Source: an optimization exercise on an open RTL-to-GDS flow (aim: small area and a short achievable clock period). Production flows keep margins and buffers that such runs may drop. Only the layout flow was run in this run; the RTL was not checked for function there. Power is estimated from default activity; no workload was simulated.

### flow/flow/run.sh
#!/bin/bash
# The standard layout, with plain buffers (buf_1) on the ports instead of
# the delay cells buffer_ports picks by default. Timing repair resizes them.
set -euo pipefail
export BUFFER_PORTS_ARGS="-buffer_cell sky130_fd_sc_hd__buf_1"
bash standard.sh > standard_flow.log 2>&1
### flow/standard.sh
#!/bin/bash
# synth_recipe.tcl (not shown) runs the flow's synth.tcl, then flattens the netlist and writes it again
# the make line also repeats each setting of config.mk as NAME=value (left out here)
make -C /OpenROAD-flow-scripts/flow DESIGN_CONFIG=/design/flow/config.mk WORK_HOME=/design/flow/orfs CLKGATE_MAP_FILE= SYNTH_SCRIPT=/design/flow/synth_recipe.tcl "${@:-finish}"
### flow/config.mk
export PLATFORM = sky130hd
export DESIGN_NAME = Execution
export DESIGN_NICKNAME = Execution
export VERILOG_FILES = /design/flow/design.v
export SDC_FILE = /design/flow/constraint.sdc
export NUM_CORES = 4
export LEC_CHECK = 0
export CAP_MARGIN = 20
export CORE_MARGIN = 2
export CORE_UTILIZATION = 40
export SETUP_SLACK_MARGIN = 4.5
export SLEW_MARGIN = 20
### flow/constraint.sdc
create_clock -name core_clock -period 9.0 [get_ports {clk}]
set_input_delay 1.8000 -clock core_clock [delete_from_list [all_inputs] [get_ports {clk}]]
set_output_delay 1.8000 -clock core_clock [all_outputs]
set_load 0.01 [all_outputs]
### flow/design.v
module Execution(
    input wire clk,
    input wire rst,
    input wire [6:0] opcode,
    input wire [4:0] dstin,
    input wire [31:0] src1,
    input wire [31:0] src2,
    input wire [9:0] offsetlo,
    output reg [31:0] result,
    output wire [6:0] memOp,
    output reg [9:0] MemAddr,
    input wire enable,
    output wire Nop21
    );
    reg doneMult;       
    reg multing;        
    reg [2:0] phase;    
    reg [31:0] ma;      
    reg [23:0] mb;      
    reg [3:0] bone, btwo, neg;   
    reg bprev;          
    reg [23:0] cs;      
    reg cy;             
    reg [1:0] mop;      
    wire isMul = (opcode == 7'h02);
    assign Nop21 = ~doneMult & isMul;
    assign memOp = {5'b00100, mop};
    wire isLS = (opcode[6:2] == 5'b00100);
    wire [31:0] pp0, pp1, pp2, pp3;
    wire [32:0] ma0 = {ma, 1'b0};
    genvar k, i;
    generate for (k = 0; k < 4; k = k + 1) begin : g_booth
        wire [31:0] row;
        for (i = 0; i < 32; i = i + 1) begin : g_bit
            if (i < 2*k) begin : g_z
                assign row[i] = 1'b0;
            end else begin : g_s
                assign row[i] = ((bone[k] & ma0[i-2*k+1]) | (btwo[k] & ma0[i-2*k])) ^ neg[k];
            end
        end
        if (k == 0) begin : g_r0 assign pp0 = row; end
        if (k == 1) begin : g_r1 assign pp1 = row; end
        if (k == 2) begin : g_r2 assign pp2 = row; end
        if (k == 3) begin : g_r3 assign pp3 = row; end
    end endgenerate
    wire t1, t2;
    assign {t2, t1} = cs[0] + result[0] + neg[0];
    wire t3, t4;
    assign {t4, t3} = cs[1] + result[1] + t2;
    wire t5, t6;
    assign {t6, t5} = cs[2] + result[2] + neg[1];
    wire t7, t8;
    assign {t8, t7} = t5 + pp0[2] + pp1[2];
    wire t9, t10;
    assign {t10, t9} = cs[3] + result[3] + t6;
    wire t11, t12;
    assign {t12, t11} = pp0[3] + pp1[3] + t9;
    wire t13, t14;
    assign {t14, t13} = cs[4] + result[4] + neg[2];
    wire t15, t16;
    assign {t16, t15} = t13 + pp0[4] + pp1[4];
    wire t17, t18;
    assign {t18, t17} = pp2[4] + t10 + t15;
    wire t19, t20;
    assign {t20, t19} = cs[5] + result[5] + t14;
    wire t21, t22;
    assign {t22, t21} = pp0[5] + pp1[5] + pp2[5];
    wire t23, t24;
    assign {t24, t23} = t19 + t16 + t21;
    wire t25, t26;
    assign {t26, t25} = cs[6] + result[6] + neg[3];
    wire t27, t28;
    assign {t28, t27} = t25 + pp0[6] + pp1[6];
    wire t29, t30;
    assign {t30, t29} = pp2[6] + pp3[6] + t20;
    wire t31, t32;
    assign {t32, t31} = t22 + t27 + t29;
    wire t33, t34;
    assign {t34, t33} = cs[7] + result[7] + t26;
    wire t35, t36;
    assign {t36, t35} = pp0[7] + pp1[7] + pp2[7];
    wire t37, t38;
    assign {t38, t37} = pp3[7] + t33 + t28;
    wire t39, t40;
    assign {t40, t39} = t35 + t30 + t37;
    wire t41, t42;
    assign {t42, t41} = cs[8] + result[8] + pp0[8];
    wire t43, t44;
    assign {t44, t43} = pp1[8] + pp2[8] + pp3[8];
    wire t45, t46;
    assign {t46, t45} = t34 + t36 + t41;
    wire t47, t48;
    assign {t48, t47} = t43 + t38 + t45;
    wire t49, t50;
    assign {t50, t49} = cs[9] + result[9] + pp0[9];
    wire t51, t52;
    assign {t52, t51} = pp1[9] + pp2[9] + pp3[9];
    wire t53, t54;
    assign {t54, t53} = t42 + t44 + t49;
    wire t55, t56;
    assign {t56, t55} = t51 + t46 + t53;
    wire t57, t58;
    assign {t58, t57} = cs[10] + result[10] + pp0[10];
    wire t59, t60;
    assign {t60, t59} = pp1[10] + pp2[10] + pp3[10];
    wire t61, t62;
    assign {t62, t61} = t50 + t52 + t57;
    wire t63, t64;
    assign {t64, t63} = t59 + t54 + t61;
    wire t65, t66;
    assign {t66, t65} = cs[11] + result[11] + pp0[11];
    wire t67, t68;
    assign {t68, t67} = pp1[11] + pp2[11] + pp3[11];
    wire t69, t70;
    assign {t70, t69} = t58 + t60 + t65;
    wire t71, t72;
    assign {t72, t71} = t67 + t62 + t69;
    wire t73, t74;
    assign {t74, t73} = cs[12] + result[12] + pp0[12];
    wire t75, t76;
    assign {t76, t75} = pp1[12] + pp2[12] + pp3[12];
    wire t77, t78;
    assign {t78, t77} = t66 + t68 + t73;
    wire t79, t80;
    assign {t80, t79} = t75 + t70 + t77;
    wire t81, t82;
    assign {t82, t81} = cs[13] + result[13] + pp0[13];
    wire t83, t84;
    assign {t84, t83} = pp1[13] + pp2[13] + pp3[13];
    wire t85, t86;
    assign {t86, t85} = t74 + t76 + t81;
    wire t87, t88;
    assign {t88, t87} = t83 + t78 + t85;
    wire t89, t90;
    assign {t90, t89} = cs[14] + result[14] + pp0[14];
    wire t91, t92;
    assign {t92, t91} = pp1[14] + pp2[14] + pp3[14];
    wire t93, t94;
    assign {t94, t93} = t82 + t84 + t89;
    wire t95, t96;
    assign {t96, t95} = t91 + t86 + t93;
    wire t97, t98;
    assign {t98, t97} = cs[15] + result[15] + pp0[15];
    wire t99, t100;
    assign {t100, t99} = pp1[15] + pp2[15] + pp3[15];
    wire t101, t102;
    assign {t102, t101} = t90 + t92 + t97;
    wire t103, t104;
    assign {t104, t103} = t99 + t94 + t101;
    wire t105, t106;
    assign {t106, t105} = cs[16] + result[16] + pp0[16];
    wire t107, t108;
    assign {t108, t107} = pp1[16] + pp2[16] + pp3[16];
    wire t109, t110;
    assign {t110, t109} = t100 + t98 + t105;
    wire t111, t112;
    assign {t112, t111} = t107 + t102 + t109;
    wire t113, t114;
    assign {t114, t113} = cs[17] + result[17] + pp0[17];
    wire t115, t116;
    assign {t116, t115} = pp1[17] + pp2[17] + pp3[17];
    wire t117, t118;
    assign {t118, t117} = t106 + t108 + t113;
    wire t119, t120;
    assign {t120, t119} = t115 + t110 + t117;
    wire t121, t122;
    assign {t122, t121} = cs[18] + result[18] + pp0[18];
    wire t123, t124;
    assign {t124, t123} = pp1[18] + pp2[18] + pp3[18];
    wire t125, t126;
    assign {t126, t125} = t114 + t116 + t121;
    wire t127, t128;
    assign {t128, t127} = t123 + t118 + t125;
    wire t129, t130;
    assign {t130, t129} = cs[19] + result[19] + pp0[19];
    wire t131, t132;
    assign {t132, t131} = pp1[19] + pp2[19] + pp3[19];
    wire t133, t134;
    assign {t134, t133} = t122 + t124 + t129;
    wire t135, t136;
    assign {t136, t135} = t131 + t126 + t133;
    wire t137, t138;
    assign {t138, t137} = cs[20] + result[20] + pp0[20];
    wire t139, t140;
    assign {t140, t139} = pp1[20] + pp2[20] + pp3[20];
    wire t141, t142;
    assign {t142, t141} = t130 + t132 + t137;
    wire t143, t144;
    assign {t144, t143} = t139 + t134 + t141;
    wire t145, t146;
    assign {t146, t145} = cs[21] + result[21] + pp0[21];
    wire t147, t148;
    assign {t148, t147} = pp1[21] + pp2[21] + pp3[21];
    wire t149, t150;
    assign {t150, t149} = t138 + t140 + t145;
    wire t151, t152;
    assign {t152, t151} = t147 + t142 + t149;
    wire t153, t154;
    assign {t154, t153} = cs[22] + result[22] + pp0[22];
    wire t155, t156;
    assign {t156, t155} = pp1[22] + pp2[22] + pp3[22];
    wire t157, t158;
    assign {t158, t157} = t146 + t148 + t153;
    wire t159, t160;
    assign {t160, t159} = t155 + t150 + t157;
    wire t161, t162;
    assign {t162, t161} = cs[23] + result[23] + pp0[23];
    wire t163, t164;
    assign {t164, t163} = pp1[23] + pp2[23] + pp3[23];
    wire t165, t166;
    assign {t166, t165} = t154 + t156 + t161;
    wire t167, t168;
    assign {t168, t167} = t163 + t158 + t165;
    wire t169, t170;
    assign {t170, t169} = result[24] + pp0[24] + pp1[24];
    wire t171, t172;
    assign {t172, t171} = pp2[24] + pp3[24] + t162;
    wire t173, t174;
    assign {t174, t173} = t164 + t169 + t166;
    wire t175, t176;
    assign {t176, t175} = t171 + t168;
    wire t177, t178;
    assign {t178, t177} = result[25] + pp0[25] + pp1[25];
    wire t179, t180;
    assign {t180, t179} = pp2[25] + pp3[25] + t170;
    wire t181, t182;
    assign {t182, t181} = t177 + t172 + t179;
    wire t183, t184;
    assign {t184, t183} = t174 + t181;
    wire t185, t186;
    assign {t186, t185} = result[26] + pp0[26] + pp1[26];
    wire t187, t188;
    assign {t188, t187} = pp2[26] + pp3[26] + t178;
    wire t189, t190;
    assign {t190, t189} = t185 + t180 + t187;
    wire t191, t192;
    assign {t192, t191} = t182 + t189;
    wire t193, t194;
    assign {t194, t193} = result[27] + pp0[27] + pp1[27];
    wire t195, t196;
    assign {t196, t195} = pp2[27] + pp3[27] + t186;
    wire t197, t198;
    assign {t198, t197} = t193 + t188 + t195;
    wire t199, t200;
    assign {t200, t199} = t190 + t197;
    wire t201, t202;
    assign {t202, t201} = result[28] + pp0[28] + pp1[28];
    wire t203, t204;
    assign {t204, t203} = pp2[28] + pp3[28] + t194;
    wire t205, t206;
    assign {t206, t205} = t201 + t196 + t203;
    wire t207, t208;
    assign {t208, t207} = t198 + t205;
    wire t209, t210;
    assign {t210, t209} = result[29] + pp0[29] + pp1[29];
    wire t211, t212;
    assign {t212, t211} = pp2[29] + pp3[29] + t202;
    wire t213, t214;
    assign {t214, t213} = t209 + t204 + t211;
    wire t215, t216;
    assign {t216, t215} = t206 + t213;
    wire t217, t218;
    assign {t218, t217} = result[30] + pp0[30] + pp1[30];
    wire t219, t220;
    assign {t220, t219} = pp2[30] + pp3[30] + t210;
    wire t221, t222;
    assign {t222, t221} = t217 + t212 + t219;
    wire t223, t224;
    assign {t224, t223} = t214 + t221;
    wire t225, t226;
    assign {t226, t225} = result[31] + pp0[31] + pp1[31];
    wire t227, t228;
    assign {t228, t227} = pp2[31] + pp3[31] + t218;
    wire t229, t230;
    assign {t230, t229} = t225 + t220 + t227;
    wire t231, t232;
    assign {t232, t231} = t222 + t229;
    wire [31:0] sa = {t224, t216, t208, t200, t192, t184, t176, t173, t160, t152, t144, t136, t128, t120, t112, t104, t96, t88, t80, t72, t64, t56, t48, t40, t32, t24, t18, t12, t8, t4, pp0[1], pp0[0]};
    wire [31:0] sb = {t231, t223, t215, t207, t199, t191, t183, t175, t167, t159, t151, t143, t135, t127, t119, t111, t103, t95, t87, t79, t71, t63, t55, t47, t39, t31, t23, t17, t11, t7, t3, t1};
    wire [8:0] fin = sa[7:0] + sb[7:0] + {7'd0, cy};
    wire [23:0] keep = (phase == 3'd2) ? 24'hFF0000 :
                       (phase == 3'd3) ? 24'hFFFF00 :
                       (phase == 3'd4) ? 24'hFFFFFF : 24'h000000;
    wire [31:0] acc = {(keep & result[31:8]) | (~keep & sa[31:8]), fin[7:0]};
    wire [31:0] accr = {acc[7:0], acc[31:8]};
    wire [7:0] nbyte = ~multing ? src2[7:0] :
                       (phase == 3'd1) ? mb[7:0] :
                       (phase == 3'd2) ? mb[15:8] : mb[23:16];
    wire [8:0] nw9 = {nbyte, multing & bprev};
    wire [3:0] none, ntwo, nneg;
    generate for (k = 0; k < 4; k = k + 1) begin : g_enc
        wire b0 = nw9[2*k], b1 = nw9[2*k+1], b2 = nw9[2*k+2];
        assign none[k] = b1 ^ b0;
        assign ntwo[k] = (b2 & ~b1 & ~b0) | (~b2 & b1 & b0);
        assign nneg[k] = b2;
    end endgenerate
    wire sub = opcode[0];
    wire [32:0] alu_x = {src1, 1'b1};
    wire [32:0] alu_y = {src2 ^ {32{sub}}, sub};
    wire [32:0] alu33_g = alu_x & alu_y;
    wire [32:0] alu33_p = alu_x ^ alu_y;
    wire alu33_G1 = alu33_g[1] | (alu33_p[1] & alu33_g[0]);
    wire alu33_P1 = alu33_p[1] & alu33_p[0];
    wire alu33_G2 = alu33_g[3] | (alu33_p[3] & alu33_g[2]);
    wire alu33_P2 = alu33_p[3] & alu33_p[2];
    wire alu33_G3 = alu33_g[5] | (alu33_p[5] & alu33_g[4]);
    wire alu33_P3 = alu33_p[5] & alu33_p[4];
    wire alu33_G4 = alu33_g[7] | (alu33_p[7] & alu33_g[6]);
    wire alu33_P4 = alu33_p[7] & alu33_p[6];
    wire alu33_G5 = alu33_g[9] | (alu33_p[9] & alu33_g[8]);
    wire alu33_P5 = alu33_p[9] & alu33_p[8];
    wire alu33_G6 = alu33_g[11] | (alu33_p[11] & alu33_g[10]);
    wire alu33_P6 = alu33_p[11] & alu33_p[10];
    wire alu33_G7 = alu33_g[13] | (alu33_p[13] & alu33_g[12]);
    wire alu33_P7 = alu33_p[13] & alu33_p[12];
    wire alu33_G8 = alu33_g[15] | (alu33_p[15] & alu33_g[14]);
    wire alu33_P8 = alu33_p[15] & alu33_p[14];
    wire alu33_G9 = alu33_g[17] | (alu33_p[17] & alu33_g[16]);
    wire alu33_P9 = alu33_p[17] & alu33_p[16];
    wire alu33_G10 = alu33_g[19] | (alu33_p[19] & alu33_g[18]);
    wire alu33_P10 = alu33_p[19] & alu33_p[18];
    wire alu33_G11 = alu33_g[21] | (alu33_p[21] & alu33_g[20]);
    wire alu33_P11 = alu33_p[21] & alu33_p[20];
    wire alu33_G12 = alu33_g[23] | (alu33_p[23] & alu33_g[22]);
    wire alu33_P12 = alu33_p[23] & alu33_p[22];
    wire alu33_G13 = alu33_g[25] | (alu33_p[25] & alu33_g[24]);
    wire alu33_P13 = alu33_p[25] & alu33_p[24];
    wire alu33_G14 = alu33_g[27] | (alu33_p[27] & alu33_g[26]);
    wire alu33_P14 = alu33_p[27] & alu33_p[26];
    wire alu33_G15 = alu33_g[29] | (alu33_p[29] & alu33_g[28]);
    wire alu33_P15 = alu33_p[29] & alu33_p[28];
    wire alu33_G16 = alu33_g[31] | (alu33_p[31] & alu33_g[30]);
    wire alu33_P16 = alu33_p[31] & alu33_p[30];
    wire alu33_G17 = alu33_g[2] | (alu33_p[2] & alu33_G1);
    wire alu33_P17 = alu33_p[2] & alu33_P1;
    wire alu33_G18 = alu33_G2 | (alu33_P2 & alu33_G1);
    wire alu33_P18 = alu33_P2 & alu33_P1;
    wire alu33_G19 = alu33_g[6] | (alu33_p[6] & alu33_G3);
    wire alu33_P19 = alu33_p[6] & alu33_P3;
    wire alu33_G20 = alu33_G4 | (alu33_P4 & alu33_G3);
    wire alu33_P20 = alu33_P4 & alu33_P3;
    wire alu33_G21 = alu33_g[10] | (alu33_p[10] & alu33_G5);
    wire alu33_P21 = alu33_p[10] & alu33_P5;
    wire alu33_G22 = alu33_G6 | (alu33_P6 & alu33_G5);
    wire alu33_P22 = alu33_P6 & alu33_P5;
    wire alu33_G23 = alu33_g[14] | (alu33_p[14] & alu33_G7);
    wire alu33_P23 = alu33_p[14] & alu33_P7;
    wire alu33_G24 = alu33_G8 | (alu33_P8 & alu33_G7);
    wire alu33_P24 = alu33_P8 & alu33_P7;
    wire alu33_G25 = alu33_g[18] | (alu33_p[18] & alu33_G9);
    wire alu33_P25 = alu33_p[18] & alu33_P9;
    wire alu33_G26 = alu33_G10 | (alu33_P10 & alu33_G9);
    wire alu33_P26 = alu33_P10 & alu33_P9;
    wire alu33_G27 = alu33_g[22] | (alu33_p[22] & alu33_G11);
    wire alu33_P27 = alu33_p[22] & alu33_P11;
    wire alu33_G28 = alu33_G12 | (alu33_P12 & alu33_G11);
    wire alu33_P28 = alu33_P12 & alu33_P11;
    wire alu33_G29 = alu33_g[26] | (alu33_p[26] & alu33_G13);
    wire alu33_P29 = alu33_p[26] & alu33_P13;
    wire alu33_G30 = alu33_G14 | (alu33_P14 & alu33_G13);
    wire alu33_P30 = alu33_P14 & alu33_P13;
    wire alu33_G31 = alu33_g[30] | (alu33_p[30] & alu33_G15);
    wire alu33_P31 = alu33_p[30] & alu33_P15;
    wire alu33_G32 = alu33_G16 | (alu33_P16 & alu33_G15);
    wire alu33_P32 = alu33_P16 & alu33_P15;
    wire alu33_G33 = alu33_g[4] | (alu33_p[4] & alu33_G18);
    wire alu33_P33 = alu33_p[4] & alu33_P18;
    wire alu33_G34 = alu33_G3 | (alu33_P3 & alu33_G18);
    wire alu33_P34 = alu33_P3 & alu33_P18;
    wire alu33_G35 = alu33_G19 | (alu33_P19 & alu33_G18);
    wire alu33_P35 = alu33_P19 & alu33_P18;
    wire alu33_G36 = alu33_G20 | (alu33_P20 & alu33_G18);
    wire alu33_P36 = alu33_P20 & alu33_P18;
    wire alu33_G37 = alu33_g[12] | (alu33_p[12] & alu33_G22);
    wire alu33_P37 = alu33_p[12] & alu33_P22;
    wire alu33_G38 = alu33_G7 | (alu33_P7 & alu33_G22);
    wire alu33_P38 = alu33_P7 & alu33_P22;
    wire alu33_G39 = alu33_G23 | (alu33_P23 & alu33_G22);
    wire alu33_P39 = alu33_P23 & alu33_P22;
    wire alu33_G40 = alu33_G24 | (alu33_P24 & alu33_G22);
    wire alu33_P40 = alu33_P24 & alu33_P22;
    wire alu33_G41 = alu33_g[20] | (alu33_p[20] & alu33_G26);
    wire alu33_P41 = alu33_p[20] & alu33_P26;
    wire alu33_G42 = alu33_G11 | (alu33_P11 & alu33_G26);
    wire alu33_P42 = alu33_P11 & alu33_P26;
    wire alu33_G43 = alu33_G27 | (alu33_P27 & alu33_G26);
    wire alu33_P43 = alu33_P27 & alu33_P26;
    wire alu33_G44 = alu33_G28 | (alu33_P28 & alu33_G26);
    wire alu33_P44 = alu33_P28 & alu33_P26;
    wire alu33_G45 = alu33_g[28] | (alu33_p[28] & alu33_G30);
    wire alu33_P45 = alu33_p[28] & alu33_P30;
    wire alu33_G46 = alu33_G15 | (alu33_P15 & alu33_G30);
    wire alu33_P46 = alu33_P15 & alu33_P30;
    wire alu33_G47 = alu33_G31 | (alu33_P31 & alu33_G30);
    wire alu33_P47 = alu33_P31 & alu33_P30;
    wire alu33_G48 = alu33_G32 | (alu33_P32 & alu33_G30);
    wire alu33_P48 = alu33_P32 & alu33_P30;
    wire alu33_G49 = alu33_g[8] | (alu33_p[8] & alu33_G36);
    wire alu33_P49 = alu33_p[8] & alu33_P36;
    wire alu33_G50 = alu33_G5 | (alu33_P5 & alu33_G36);
    wire alu33_P50 = alu33_P5 & alu33_P36;
    wire alu33_G51 = alu33_G21 | (alu33_P21 & alu33_G36);
    wire alu33_P51 = alu33_P21 & alu33_P36;
    wire alu33_G52 = alu33_G22 | (alu33_P22 & alu33_G36);
    wire alu33_P52 = alu33_P22 & alu33_P36;
    wire alu33_G53 = alu33_G37 | (alu33_P37 & alu33_G36);
    wire alu33_P53 = alu33_P37 & alu33_P36;
    wire alu33_G54 = alu33_G38 | (alu33_P38 & alu33_G36);
    wire alu33_P54 = alu33_P38 & alu33_P36;
    wire alu33_G55 = alu33_G39 | (alu33_P39 & alu33_G36);
    wire alu33_P55 = alu33_P39 & alu33_P36;
    wire alu33_G56 = alu33_G40 | (alu33_P40 & alu33_G36);
    wire alu33_P56 = alu33_P40 & alu33_P36;
    wire alu33_G57 = alu33_g[24] | (alu33_p[24] & alu33_G44);
    wire alu33_P57 = alu33_p[24] & alu33_P44;
    wire alu33_G58 = alu33_G13 | (alu33_P13 & alu33_G44);
    wire alu33_P58 = alu33_P13 & alu33_P44;
    wire alu33_G59 = alu33_G29 | (alu33_P29 & alu33_G44);
    wire alu33_P59 = alu33_P29 & alu33_P44;
    wire alu33_G60 = alu33_G30 | (alu33_P30 & alu33_G44);
    wire alu33_P60 = alu33_P30 & alu33_P44;
    wire alu33_G61 = alu33_G45 | (alu33_P45 & alu33_G44);
    wire alu33_P61 = alu33_P45 & alu33_P44;
    wire alu33_G62 = alu33_G46 | (alu33_P46 & alu33_G44);
    wire alu33_P62 = alu33_P46 & alu33_P44;
    wire alu33_G63 = alu33_G47 | (alu33_P47 & alu33_G44);
    wire alu33_P63 = alu33_P47 & alu33_P44;
    wire alu33_G64 = alu33_G48 | (alu33_P48 & alu33_G44);
    wire alu33_P64 = alu33_P48 & alu33_P44;
    wire alu33_G65 = alu33_g[16] | (alu33_p[16] & alu33_G56);
    wire alu33_P65 = alu33_p[16] & alu33_P56;
    wire alu33_G66 = alu33_G9 | (alu33_P9 & alu33_G56);
    wire alu33_P66 = alu33_P9 & alu33_P56;
    wire alu33_G67 = alu33_G25 | (alu33_P25 & alu33_G56);
    wire alu33_P67 = alu33_P25 & alu33_P56;
    wire alu33_G68 = alu33_G26 | (alu33_P26 & alu33_G56);
    wire alu33_P68 = alu33_P26 & alu33_P56;
    wire alu33_G69 = alu33_G41 | (alu33_P41 & alu33_G56);
    wire alu33_P69 = alu33_P41 & alu33_P56;
    wire alu33_G70 = alu33_G42 | (alu33_P42 & alu33_G56);
    wire alu33_P70 = alu33_P42 & alu33_P56;
    wire alu33_G71 = alu33_G43 | (alu33_P43 & alu33_G56);
    wire alu33_P71 = alu33_P43 & alu33_P56;
    wire alu33_G72 = alu33_G44 | (alu33_P44 & alu33_G56);
    wire alu33_P72 = alu33_P44 & alu33_P56;
    wire alu33_G73 = alu33_G57 | (alu33_P57 & alu33_G56);
    wire alu33_P73 = alu33_P57 & alu33_P56;
    wire alu33_G74 = alu33_G58 | (alu33_P58 & alu33_G56);
    wire alu33_P74 = alu33_P58 & alu33_P56;
    wire alu33_G75 = alu33_G59 | (alu33_P59 & alu33_G56);
    wire alu33_P75 = alu33_P59 & alu33_P56;
    wire alu33_G76 = alu33_G60 | (alu33_P60 & alu33_G56);
    wire alu33_P76 = alu33_P60 & alu33_P56;
    wire alu33_G77 = alu33_G61 | (alu33_P61 & alu33_G56);
    wire alu33_P77 = alu33_P61 & alu33_P56;
    wire alu33_G78 = alu33_G62 | (alu33_P62 & alu33_G56);
    wire alu33_P78 = alu33_P62 & alu33_P56;
    wire alu33_G79 = alu33_G63 | (alu33_P63 & alu33_G56);
    wire alu33_P79 = alu33_P63 & alu33_P56;
    wire alu33_G80 = alu33_G64 | (alu33_P64 & alu33_G56);
    wire alu33_P80 = alu33_P64 & alu33_P56;
    wire [32:0] alu33_c = {alu33_G80, alu33_G79, alu33_G78, alu33_G77, alu33_G76, alu33_G75, alu33_G74, alu33_G73, alu33_G72, alu33_G71, alu33_G70, alu33_G69, alu33_G68, alu33_G67, alu33_G66, alu33_G65, alu33_G56, alu33_G55, alu33_G54, alu33_G53, alu33_G52, alu33_G51, alu33_G50, alu33_G49, alu33_G36, alu33_G35, alu33_G34, alu33_G33, alu33_G18, alu33_G17, alu33_G1, alu33_g[0], 1'b0};
    wire [32:0] alu33 = alu33_p ^ alu33_c;
    wire [31:0] alu = alu33[32:1];
    always @(posedge clk) begin
        if (rst) begin
            doneMult <= 1'b0;
            multing <= 1'b0;
            phase <= 3'd0;
            result <= 32'd0;
        end else if (enable) begin
            case (opcode)
                7'h00, 7'h01: result <= alu;
                7'h02: begin
                    if (phase == 3'd0) begin
                        result <= 32'd0;
                        phase <= 3'd1;
                        multing <= 1'b1;
                    end else if (phase == 3'd5) begin
                        doneMult <= 1'b1;
                        multing <= 1'b0;
                        phase <= 3'd0;
                    end else begin
                        result <= accr;
                        phase <= phase + 3'd1;
                    end
                end
                7'h10, 7'h11, 7'h12, 7'h13: result <= src1;
                7'h3F: ;
                default: result <= 32'hFFFFFFFF;
            endcase
        end
    end
    always @(posedge clk) begin
        if (enable) begin
            if (~multing) begin
                ma <= src1;
                mb <= src2[31:8];
                cs <= 24'd0;
                cy <= 1'b0;
            end else begin
                cs <= sb[31:8];
                cy <= fin[8];
            end
            bone <= none;
            btwo <= ntwo;
            neg <= nneg;
            bprev <= nbyte[7];
        end
    end
    always @(posedge clk) begin
        if (~rst & enable & isLS) begin
            MemAddr <= offsetlo + {5'd0, dstin};
            mop <= opcode[1:0];
        end
    end
endmodule
==> run notes <==
==> per-stage QoR <==
| step | std cells | power, µW | setup slack (ps) |
|---|---|---|---|
| final | 1848 | 3080 | 4390 |
| after global routing | 1848 | 3310 | 4310 |
| after CTS | 1847 | 3080 | 4380 |
| after detailed placement | 1808 | 2390 | 3840 |
| after global placement | 1808 | 2380 | 3890 |
| after floorplan | 1317 | 1870 | 4270 |
==> kinds of logic after synthesis <==
logic type	synth area share, %
buffers and inverters	6.94
AOI/OAI and AO/OA	19.7
and+or+nand+nor	8.99
adders and majority gates	21.6
DFF	29.3
muxes	1.46
xor gates and xnor gates	11.9
other	0.0566
==> critical path: stages <==
cell     delay (ps)
buf_1            90
or3_4           400
nor4_4          200
nor2b_1         170
buf_2           140
==> flip-flops by register name, indices dropped and copies added (netlist names) <==
name / count
MemAddr: 10
bone: 4
bprev: 1
btwo: 4
cs: 24
cy: 1
doneMult: 1
ma: 32
mb: 24
mop: 2
multing: 1
neg: 3
phase: 3
result: 32
==> power by group <==
| part | switching (µW) | internal (µW) | total (µW) |
|---|---|---|---|
| logic | 927 | 657 | 1580 |
| clock network | 305 | 363 | 668 |
| registers | 62.2 | 766 | 828 |
| total | 1290 | 1790 | 3080 |
==> cell usage after synthesis, drive strengths merged, types with 14 or more instances <==
library cell    n
a21oi          53
a221oi         22
a22oi         114
buf            32
clkbuf         76
dfxtp          37
edfxtp        105
fa            112
ha             50
inv           115
mux2i          16
nand2          57
nand3          18
nor2           52
nor2b          24
nor3           14
o211ai         15
o21ai          52
xnor2          68
xor2          113
==> final cells by class <==
type / instances / area share (%)
Clock buffer: 21 / 3.06
Clock inverter: 11 / 0.577
Inverter: 116 / 2.95
Multi-Input combinational cell: 951 / 57.9
Sequential cell: 142 / 26.4
Tap cell: 442 / 3.75
Timing Repair Buffer: 165 / 5.35
==> metal layers <==
layer  track usage (%)  vias to the layer above
li1                  -                     4793
met3              5.32                       87
met2              41.8                      569
met5                 0                        -
met4              8.41                        0
met1              34.8                     5343
==> worst min-delay path by stage <==
stage                                from               endpoint  cells past startpoint
floorplan           doneMult$_SDFFE_PP0P_  doneMult$_SDFFE_PP0P_                      2
global placement    doneMult$_SDFFE_PP0P_  doneMult$_SDFFE_PP0P_                      2
detailed placement  doneMult$_SDFFE_PP0P_  doneMult$_SDFFE_PP0P_                      2
CTS                 doneMult$_SDFFE_PP0P_  doneMult$_SDFFE_PP0P_                      2
global route        doneMult$_SDFFE_PP0P_  doneMult$_SDFFE_PP0P_                      2
finish              doneMult$_SDFFE_PP0P_  doneMult$_SDFFE_PP0P_                      2
==> repair_timing <==
item | CTS | global route
resized for setup | 6 | 5
buffers inserted | 6 | 1
endpoints found under the setup margin | 3 | 7
cloned | 1 | 0
pin swaps | 4 | 1
==> flow_summary.toml <==
[clocking]
worstSkewPairLatency_ps = 440
cts.htree.levels = 4
clock_tree.root_cell = "clkbuf_16"
clock_pin_slew_on_the_worst_setup_and_hold_paths_ps = 70
cts_max_path_buffers = 2
cts_hold_buffers = 0
cts_sinks = 142
cts_made_buffers = 17
tritoncts = "built"

[yosys]
synth_top_flop_cell = "edfxtp_1"
avgSynthCellArea_um2 = 10.1
synth.top_cells.by_area = "edfxtp_1, fa_1, xor2_1"
postSynth.asyncResetShare_pct = 0
netlist.top_cell.by_area = "edfxtp_1"
synth_top_cell_area_share_pct = 23.8
count_of_different_cell_masters_after_synthesis = 86
post_synthesis_cell_area_um2 = 13300
synth-seq-cells = 142
yosys_synthesis_warning_count = 1
synth_edf_count = 105
post_synth_inst_count = 1314
yosysSeqAreaShare_pct = 29.3

[setup_path]
timing.critical_path.to = "Nop21"
regToRegStartpoint = "neg[2]$_DFFE_PP_"
sort_of_element_at_the_start_of_the_critical_path = "input port"
startpoint = "opcode[5]"
critPathRequiredTime_ps = 7200
critical_path_sink_type = "primary output"
critPathKind = "in -> out"
worst_ep_arrival_time_ps = 2810
worst_r2r_endpoint = "result[31]$_SDFFE_PP0P_"
r2r.worst_path.cells = 12
worst-r2r-setup-slack_ps = 4860
crit_fanout = 2

[floorplanning]
die_boundary_height_um = 186
die_area_um2 = 34700
floorplan.rows = 66
floorplan.initialDensity_pct = 40.7
die_width_um = 186
top_level_ports = 139
core_area_um2 = 32600

[timing]
report.final.slew_viol_count = 0
min_clock_period_post_route_ps = 4610
setup_viol = 0
finalClockSkew_ps = 9.14
finalCritPeriodShare_pct = 51.2
tightest_slew_ps = 1020
fmax_ghz = 0.217
grt_setup_unrepaired = "yes"
finalHoldWorstSlack_ps = 492
hold_viol = 0
slew_headroom_pct = 31.3
tns_ps = 0

[route]
route.layer.met1.wl_mm = 17.5
wl_mm = 43.4
vias_per_cell = 5.84
drc = 0
met2_length_mm = 20.5
route.antenna.remaining_nets = 0
drtPass1Iterations = 6
route.detailed.wl_per_inst_um = 23.5
dr.first_iter.drc_count = 970
total_via_count_after_detailed_routing = 10800
top_signal_layer_used = "met4"
wl_met3_mm = 4.01

[global_route]
grt_pass1_wl_mm = 66.0
grt_pass1_vias = 10600
grt-ovfl-total = 0
grt_max_degree = 57
antenna_found_initial = 0
globalRouteTotalUtil_pct = 25.8

[pwr]
ir_drop_v = 0.000132
p_leak_uw = 0.00564
power_density_nw_per_um2 = 209

[cells_and_area]
area_taken_by_multi_input_logic_gates_um2 = 8530
layout_commonest_cell = "buf_1"
fill_cells = 3137
total_nets_final = 1644
final_util_pct = 45.2
insertedDiodeCount = 0
flow.area_growth_from_synthesis_pct = 11.0
regArea_um2 = 3890
finalInstanceArea_um2 = 14700
layout.cells.most_common_list = "buf_1, inv_1, a22oi_1, xor2_1, fa_1"
drive_gt1_share_pct = 7.33

[outcome]
outcome = "finished clean"

[run]
drv_cap = 0

[placement]
placed_cell_area_um2 = 14100
dp_hpwl_mm = 32.2
gp_congestion = 0.945
port-buffer-count = 133

[hold_path]
min_path_type = "reg -> reg"

afterwards: timing with drivers on the ports:
No port has a modelled driver above. Below, the same layout with a new extraction and two added sets of constraints.
Step 1, drivers: a clkbuf_16 drives clk and a buf_2 each remaining input, both assumed.
Step 2 adds t to the input delays and takes it off the output delays; t is the mean of the earliest and latest rising clock arrival at the registers after step 1. Input paths then give back, and output paths get back, about the clock's delay inside the block.
Three values: no drivers, after step 1, after step 2; two values: the first two.
t (ns): 0.482
slack for setup (ns): 4.391 / 4.370 / 4.176
worst slew at a driven data input, ns: 0.04
After both steps setup and hold are still met in this run. The setup slack of this run moves by -0.021 ns with the drivers and by -0.215 ns with both steps.
